Source: an optimization exercise on an open RTL-to-GDS flow (aim: small area and a short achievable clock period). Production flows keep margins and buffers that such runs may drop. Only simulation tests tie the RTL to the original design; equivalence was not proved.

## izhikevich
module izhikevich (clk, a, b, c, d, v, u, i, v_prime, u_prime, fired);
Size: ~7000 cells after synthesis, roughly 35 flip-flops, roughly 34000 um2 of cells after synthesis.
Settings: LEC_CHECK=0, ABC_AREA=1, CAP_MARGIN=20, CORE_MARGIN=2, CORE_UTILIZATION=50, SLEW_MARGIN=20; clock period 24.0 ns.
standard.sh (not shown) runs the stock make flow with config.mk's settings and CLKGATE_MAP_FILE= SYNTH_SCRIPT=/design/flow/synth_recipe.tcl, a recipe that flattens the netlist after the stock synthesis.
==> flow/flow/run.sh <==
#!/bin/bash
# Standard ORFS layout through the standard.sh, with two changes:
# no full/half-adder cell extraction in synthesis (ABC maps the adder logic
# to ordinary gates), and timing repair aiming for a larger setup slack.
set -euo pipefail
bash standard.sh ADDER_MAP_FILE= SETUP_SLACK_MARGIN=10.5 finish > standard_flow.log 2>&1
The starting point passed the timing, DRC and antenna checks.
==> next run, changes <==
==> flow/flow/run.sh (replaced) <==
#!/bin/bash
# Standard ORFS layout (the standard.sh, unchanged synthesis), with the
# timing-repair steps aiming for a larger setup slack than the default.
set -euo pipefail
bash standard.sh SETUP_SLACK_MARGIN=7.5 finish > standard_flow.log 2>&1
Settings changed: CORE_UTILIZATION 50 to 55.
Effect:
- The new run ran to the end with no violations
- die area falls by 25%
- clock-buffer cell count falls by 1
- worst setup slack is worse by 3.2 ns
- fmax falls by 20%
- global-route usage falls by 1.4 points
- non-clock buffer count rises by 75
- final area falls by 13%
- core utilization rises by 8.5 points
- synthesized cell count falls by 48%
- via count falls by 40%
==> next run, changes <==
--- a/flow/flow/run.sh
+++ b/flow/flow/run.sh
@@ -4,2 +4,2 @@
 set -euo pipefail
-bash standard.sh SETUP_SLACK_MARGIN=7.5 finish > standard_flow.log 2>&1
+bash standard.sh SETUP_SLACK_MARGIN=6 finish > standard_flow.log 2>&1
Settings changed: ABC_AREA 1 to not set, CORE_UTILIZATION 55 to 40.
Effect: The new run passed the timing, DRC and antenna checks; final cell count drops by a few percent; final area drops by a few percent; wire length drops by a few percent; setup slack loses 1.3 ns; critical path depth drops by 15; clock-buffer cell count does not change; die area climbs by well over a third; first-iteration DRC count drops by roughly a tenth; core utilization drops by 20 points; global-route usage drops by 11 points.
==> next run, changes <==
--- a/flow/flow/run.sh
+++ b/flow/flow/run.sh
@@ -4,2 +4,2 @@
 set -euo pipefail
-bash standard.sh SETUP_SLACK_MARGIN=6 finish > standard_flow.log 2>&1
+bash standard.sh SETUP_SLACK_MARGIN=12 finish > standard_flow.log 2>&1
What happened: Wire length grows by 12%. Critical path depth rises by 3. Core utilization came out higher by 7.8 points. Hold slack is better by 0.012 ns. Via count goes up by 7.3%. Global-route usage increases by 2.2 points. Area after synthesis is unchanged. Setup slack gets better by 1.2 ns. First-iteration DRC count hardly moves. Clock-buffer cell count is unchanged.
==> next run, changes <==
==> flow/flow/run.sh (replaced) <==
#!/bin/bash
# Standard ORFS layout through the standard.sh, with two changes:
# no full/half-adder cell extraction in synthesis (ABC maps the adder logic
# to ordinary gates), and timing repair aiming for a larger setup slack.
set -euo pipefail
bash standard.sh ADDER_MAP_FILE= SETUP_SLACK_MARGIN=10 finish > standard_flow.log 2>&1
Settings changed: ABC_AREA set to 1.
Effect: Routed wire length rose by 32%. Global-route usage rose by 3.1 points. Die area rose by about 18%. Cell count rose by 76%. Synthesized cell count rose by about 110%. Non-clock buffer count fell by 246. Setup slack improved by 3.0 ns. Hold slack got worse by 0.0040 ns. Via count rose by 68%.

izhikevich again, from the RTL that the note above started with.
export LEC_CHECK = 0
export CAP_MARGIN = 20
export CORE_MARGIN = 2
export CORE_UTILIZATION = 40
export SLEW_MARGIN = 20
create_clock -name core_clock -period 24.0 [get_ports {clk}]
==> flow/flow/run.sh <==
#!/bin/bash
# Standard ORFS layout (the standard.sh, unchanged synthesis), with the
# timing-repair steps aiming for a larger setup slack than the default.
set -euo pipefail
bash standard.sh SETUP_SLACK_MARGIN=8 finish > standard_flow.log 2>&1
Edit:
--- a/flow/flow/run.sh
+++ b/flow/flow/run.sh
@@ -4,2 +4,2 @@
 set -euo pipefail
-bash standard.sh SETUP_SLACK_MARGIN=8 finish > standard_flow.log 2>&1
+bash standard.sh SETUP_SLACK_MARGIN=9 finish > standard_flow.log 2>&1
--- a/flow/config.mk
+++ b/flow/config.mk
@@ -7,2 +7,3 @@
 export LEC_CHECK = 0
+export ABC_AREA = 1
 export CAP_MARGIN = 20
Effect:
- The changed run finished with timing, DRC and antenna clean
- routed wire length is higher by about 2.6%
- cell area is higher by about 3.7%
- maximum frequency is higher by about 5.5%
- via count is higher by 3.4%
- synthesized area is lower by about 2%
- worst setup slack gains 0.85 ns
- non-clock buffer count is higher by 99
- final cell count is higher by 8.6%
- critical path depth is higher by 2
Edit:
--- a/flow/flow/run.sh
+++ b/flow/flow/run.sh
@@ -4,2 +4,2 @@
 set -euo pipefail
-bash standard.sh SETUP_SLACK_MARGIN=9 finish > standard_flow.log 2>&1
+bash standard.sh SETUP_SLACK_MARGIN=7.5 finish > standard_flow.log 2>&1
--- a/flow/config.mk
+++ b/flow/config.mk
@@ -12 +12,2 @@
 export SLEW_MARGIN = 20
+export TNS_END_PERCENT = 50
Result: The changed run ran to the end with no violations; count of clock-buffer cells in the layout is unchanged; wire length is lower by 6.4%; critical path depth is higher by 8.
Edit:
==> flow/flow/run.sh (replaced) <==
#!/bin/bash
# Standard ORFS layout through the standard.sh, with two changes:
# no full/half-adder cell extraction in synthesis (ABC maps the adder logic
# to ordinary gates), and timing repair aiming for a larger setup slack.
set -euo pipefail
bash standard.sh ADDER_MAP_FILE= SETUP_SLACK_MARGIN=9.5 finish > standard_flow.log 2>&1
--- a/flow/config.mk
+++ b/flow/config.mk
@@ -10,4 +10,3 @@
 export CORE_MARGIN = 2
-export CORE_UTILIZATION = 40
+export CORE_UTILIZATION = 50
 export SLEW_MARGIN = 20
-export TNS_END_PERCENT = 50
Wire length rises by 44%.
Worst hold slack improved by 0.0095 ns.
Final area increases by 13%.
Edit:
==> flow/flow/run.sh (replaced) <==
#!/bin/bash
# Standard ORFS layout (the standard.sh, unchanged synthesis), with the
# timing-repair steps aiming for a larger setup slack than the default.
set -euo pipefail
bash standard.sh SETUP_SLACK_MARGIN=8 finish > standard_flow.log 2>&1
--- a/flow/config.mk
+++ b/flow/config.mk
@@ -10,3 +10,3 @@
 export CORE_MARGIN = 2
-export CORE_UTILIZATION = 50
+export CORE_UTILIZATION = 40
 export SLEW_MARGIN = 20
The changed run produced a clean layout.
Final cell count came out lower by well over a third.
Final area drops by a little under a tenth.
Critical path depth came out higher by 12.
Flip-flop and latch count stays the same.
Core utilization drops by 6.0 points.
Edit:
==> flow/run.sh (new file) <==
#!/bin/bash
# synth_recipe.tcl (not shown) runs the flow's synth.tcl, then flattens the netlist and writes it again
# the make line also repeats each setting of config.mk as NAME=value (left out here)
make -C /OpenROAD-flow-scripts/flow DESIGN_CONFIG=/design/flow/config.mk WORK_HOME=/design/flow/orfs CLKGATE_MAP_FILE= SYNTH_SCRIPT=/design/flow/synth_recipe.tcl finish
--- a/flow/config.mk
+++ b/flow/config.mk
@@ -7,3 +7,2 @@
 export LEC_CHECK = 0
-export ABC_AREA = 1
 export CAP_MARGIN = 20
removed: flow/flow/run.sh
removed: flow/standard.sh
Via count goes down by 4.9%; design area drops by 6.3%; wire length is lower by 3.1%; worst setup slack got worse by 3.1 ns; cell count is lower by 8.8%; maximum frequency decreases by 16%; die area goes up by 2.1%.

izhikevich, a different RTL version from the one above (not shown whole).
Size in the first run: about 7000 cells after synthesis, about 34000 µm² of cells after synthesis.
==> flow/config.mk <==
export PLATFORM = sky130hd
export DESIGN_NAME = izhikevich
export DESIGN_NICKNAME = izhikevich
export VERILOG_FILES = /design/flow/design.v
export SDC_FILE = /design/flow/constraint.sdc
export NUM_CORES = 4
export LEC_CHECK = 0
export ABC_AREA = 1
export CAP_MARGIN = 20
export CORE_MARGIN = 2
export CORE_UTILIZATION = 50
export SLEW_MARGIN = 20
==> flow/constraint.sdc <==
create_clock -name core_clock -period 24.0 [get_ports {clk}]
set_input_delay 4.8000 -clock core_clock [delete_from_list [all_inputs] [get_ports {clk}]]
set_output_delay 4.8000 -clock core_clock [all_outputs]
set_load 0.01 [all_outputs]
==> flow/flow/run.sh <==
#!/bin/bash
# Standard ORFS layout through the standard.sh, with two changes:
# no full/half-adder cell extraction in synthesis (ABC maps the adder logic
# to ordinary gates), and timing repair aiming for a larger setup slack.
set -euo pipefail
bash standard.sh ADDER_MAP_FILE= SETUP_SLACK_MARGIN=10.5 finish > standard_flow.log 2>&1
The starting point completed without violations.
==> next run, changes <==
--- a/flow/flow/run.sh
+++ b/flow/flow/run.sh
@@ -6 +6 @@
-bash standard.sh ADDER_MAP_FILE= SETUP_SLACK_MARGIN=10.5 finish > standard_flow.log 2>&1
+bash standard.sh ADDER_MAP_FILE= SETUP_SLACK_MARGIN=10 finish > standard_flow.log 2>&1
--- a/flow/config.mk
+++ b/flow/config.mk
@@ -11 +11 @@
-export CORE_UTILIZATION = 50
+export CORE_UTILIZATION = 55
After rerunning: First-iteration DRC count fell by about 8%; final area shrinks by 3.3%; global-route usage went up by 2.3 points; routed wire length falls by 3.9%.
==> next run, changes <==
--- a/flow/config.mk
+++ b/flow/config.mk
@@ -11 +11 @@
-export CORE_UTILIZATION = 55
+export CORE_UTILIZATION = 50
The changed run ran to the end with no violations.
Setup slack gains 0.039 ns.
Fmax stays flat.
Sequential cell count does not change.
Utilization fell by 4.6 points.
Hold slack gains 0.012 ns.
Critical path depth rose by 2.
Cell area rose by 1.0%.

RTL: one of the versions met above, not the one the previous note started from.
Size in the first run: roughly 3600 cells after synthesis, about 28000 um^2 of cells after synthesis.
==> flow/config.mk <==
export PLATFORM = sky130hd
export DESIGN_NAME = izhikevich
export DESIGN_NICKNAME = izhikevich
export VERILOG_FILES = /design/flow/design.v
export SDC_FILE = /design/flow/constraint.sdc
export NUM_CORES = 4
export LEC_CHECK = 0
export ABC_AREA = 1
export CAP_MARGIN = 20
export CORE_MARGIN = 2
export CORE_UTILIZATION = 40
export SLEW_MARGIN = 20
==> flow/constraint.sdc <==
create_clock -name core_clock -period 24.0 [get_ports {clk}]
set_input_delay 4.8000 -clock core_clock [delete_from_list [all_inputs] [get_ports {clk}]]
set_output_delay 4.8000 -clock core_clock [all_outputs]
set_load 0.01 [all_outputs]
==> flow/flow/run.sh <==
#!/bin/bash
# Standard ORFS layout (the standard.sh, unchanged synthesis), with the
# timing-repair steps aiming for a larger setup slack than the default.
set -euo pipefail
bash standard.sh SETUP_SLACK_MARGIN=7 finish > standard_flow.log 2>&1
The baseline went through all stages and came out clean.
Edit:
==> flow/flow/run.sh (replaced) <==
#!/bin/bash
# Standard ORFS layout through the standard.sh, with two changes:
# no full/half-adder cell extraction in synthesis (ABC maps the adder logic
# to ordinary gates), and timing repair aiming for a larger setup slack.
set -euo pipefail
bash standard.sh ADDER_MAP_FILE= SETUP_SLACK_MARGIN=11 finish > standard_flow.log 2>&1
The changed run ran to the end with no violations.
Worst setup slack gains 3800 ps.
Sequential share of layout area came out lower by 0.43 points.
Design area came out higher by 24%.
Utilization came out higher by 0.80 points.
Critical path depth came out lower by 1.
Edit:
--- a/flow/flow/run.sh
+++ b/flow/flow/run.sh
@@ -4,3 +4,3 @@
 # to ordinary gates), and timing repair aiming for a larger setup slack.
 set -euo pipefail
-bash standard.sh ADDER_MAP_FILE= SETUP_SLACK_MARGIN=11 finish > standard_flow.log 2>&1
+bash standard.sh ADDER_MAP_FILE= SETUP_SLACK_MARGIN=10 finish > standard_flow.log 2>&1
Settings changed: CORE_UTILIZATION 40 to 60.
The changed run finished clean.
Routed wire length goes down by 8.8%.
Fmax falls by 5.5%.
Synthesized cell count is unchanged.
Worst setup slack gets worse by 730 ps.
Synthesized area stays the same.
Final area goes down by 7.1%.
Critical path depth goes down by 12.
Global-route usage is higher by 12 points.
Edit:
Settings changed: CORE_UTILIZATION 60 to 50.
Global-route usage drops by 5.5 points. Cell area climbs slightly. Via count drops by a few percent.

Starting RTL as in the previous note.
==> flow/config.mk <==
export PLATFORM = sky130hd
export DESIGN_NAME = izhikevich
export DESIGN_NICKNAME = izhikevich
export VERILOG_FILES = /design/flow/design.v
export SDC_FILE = /design/flow/constraint.sdc
export NUM_CORES = 4
export LEC_CHECK = 0
export ABC_AREA = 1
export CAP_MARGIN = 20
export CORE_MARGIN = 2
export CORE_UTILIZATION = 40
export SLEW_MARGIN = 20
==> flow/constraint.sdc <==
create_clock -name core_clock -period 24.0 [get_ports {clk}]
set_input_delay 4.8000 -clock core_clock [delete_from_list [all_inputs] [get_ports {clk}]]
set_output_delay 4.8000 -clock core_clock [all_outputs]
set_load 0.01 [all_outputs]
==> flow/flow/run.sh <==
#!/bin/bash
# Standard ORFS layout (the standard.sh, unchanged synthesis), with the
# timing-repair steps aiming for a larger setup slack than the default.
set -euo pipefail
bash standard.sh SETUP_SLACK_MARGIN=10 finish > standard_flow.log 2>&1
Then changed:
==> flow/flow/run.sh (replaced) <==
#!/bin/bash
# Standard ORFS layout (the standard.sh, unchanged synthesis), with the
# timing-repair steps aiming for a larger setup slack than the default.
set -euo pipefail
bash standard.sh SETUP_SLACK_MARGIN=7.5 finish > standard_flow.log 2>&1
The new run completed without violations.
Global-route usage falls by 1.4 points.
Setup slack is worse by 650 ps.
Area after synthesis stays the same.
Final area falls by about 11%.
Then changed:
==> flow/flow/run.sh (replaced) <==
#!/bin/bash
# Standard ORFS layout (the standard.sh), with Yosys's generic ABC pass
# skipped before adder extraction and the timing repair aiming for more slack.
set -euo pipefail
bash standard.sh SETUP_SLACK_MARGIN=7.5 SYNTH_ARGS=-noabc finish > standard_flow.log 2>&1
Design area is higher by a few percent.
Non-clock buffer count is higher by 92.
Area after synthesis is lower by a few percent.
Worst setup slack loses 310 ps.
Routed wire length is higher slightly.
Cell count is lower by a few percent.
Clock-buffer cell count stays the same.
Via count is lower slightly.
Core utilization is higher by 2.3 points.

-- port drivers added, routing unchanged --
No port has a modelled driver above. Below, the same layouts with a new extraction and two added sets of constraints.
Step 1 sets driving cells, clkbuf_16 on the clock port and buf_2 on the other inputs (assumed; they add their load-dependent delay and slew).
Step 2 adds t to the input delays and takes it off the output delays; t is the mean of the earliest and latest rising clock arrival at the registers after step 1. Input paths then give back, and output paths get back, about the clock's delay inside the block.
a / b / c = ideal / step 1 / step 2; a / b = the first two.
run	t (ns)	slack for setup (ns)	hold WS [ns]	worst register clock-pin slew, ns
the first run of note 1	0.351	11.049 / 11.077 / 10.726	5.046 / 5.023 / 5.374	0.07 / 0.07
the second run of note 1	0.325	7.866 / 7.879 / 7.554	5.054 / 5.036 / 5.361	0.06 / 0.06
the third run of note 1	0.336	6.599 / 6.617 / 6.282	5.043 / 5.023 / 5.359	0.06 / 0.06
the fourth run of note 1	0.336	7.776 / 7.781 / 7.446	5.054 / 5.033 / 5.369	0.07 / 0.07
the fifth run of note 1	0.362	10.750 / 10.780 / 10.418	5.050 / 5.030 / 5.392	0.07 / 0.07
the first run of note 2	0.337	7.848 / 7.850 / 7.513	5.055 / 5.033 / 5.370	0.06 / 0.06
the second run of note 2	0.310	8.696 / 8.628 / 8.318	5.043 / 5.037 / 5.347	0.06 / 0.06
the third run of note 2	0.312	8.020 / 8.022 / 7.709	5.036 / 5.026 / 5.338	0.06 / 0.06
the fourth run of note 2	0.350	10.412 / 10.441 / 10.091	5.046 / 5.024 / 5.374	0.06 / 0.06
the fifth run of note 2	0.309	8.365 / 8.326 / 8.016	5.041 / 5.032 / 5.341	0.06 / 0.06
the sixth run of note 2	0.334	5.289 / 5.256 / 4.922	5.043 / 5.024 / 5.358	0.06 / 0.06
the first run of note 3	0.311	11.248 / 11.259 / 10.948	5.070 / 5.063 / 5.374	0.06 / 0.06
the second run of note 3	0.315	10.800 / 10.812 / 10.497	5.057 / 5.059 / 5.374	0.06 / 0.06
the third run of note 3	0.310	10.839 / 10.854 / 10.544	5.068 / 5.062 / 5.372	0.06 / 0.06
the first run of note 4	0.314	7.718 / 7.722 / 7.408	5.036 / 5.026 / 5.340	0.06 / 0.06
the second run of note 4	0.363	11.519 / 11.552 / 11.189	5.049 / 5.027 / 5.390	0.07 / 0.07
the third run of note 4	0.350	10.786 / 10.814 / 10.464	5.043 / 5.025 / 5.375	0.06 / 0.06
the fourth run of note 4	0.351	10.904 / 10.932 / 10.581	5.043 / 5.021 / 5.372	0.06 / 0.06
the first run of note 5	0.317	8.673 / 8.619 / 8.302	5.040 / 5.024 / 5.341	0.06 / 0.06
the second run of note 5	0.312	8.020 / 8.022 / 7.709	5.036 / 5.026 / 5.338	0.06 / 0.06
the third run of note 5	0.315	7.714 / 7.706 / 7.392	5.057 / 5.047 / 5.361	0.06 / 0.06
After both steps setup and hold are still met in every run listed. For the second run of note 2, which loses most, drivers alone change the setup slack by -0.068 ns; drivers and shift together by -0.378 ns.
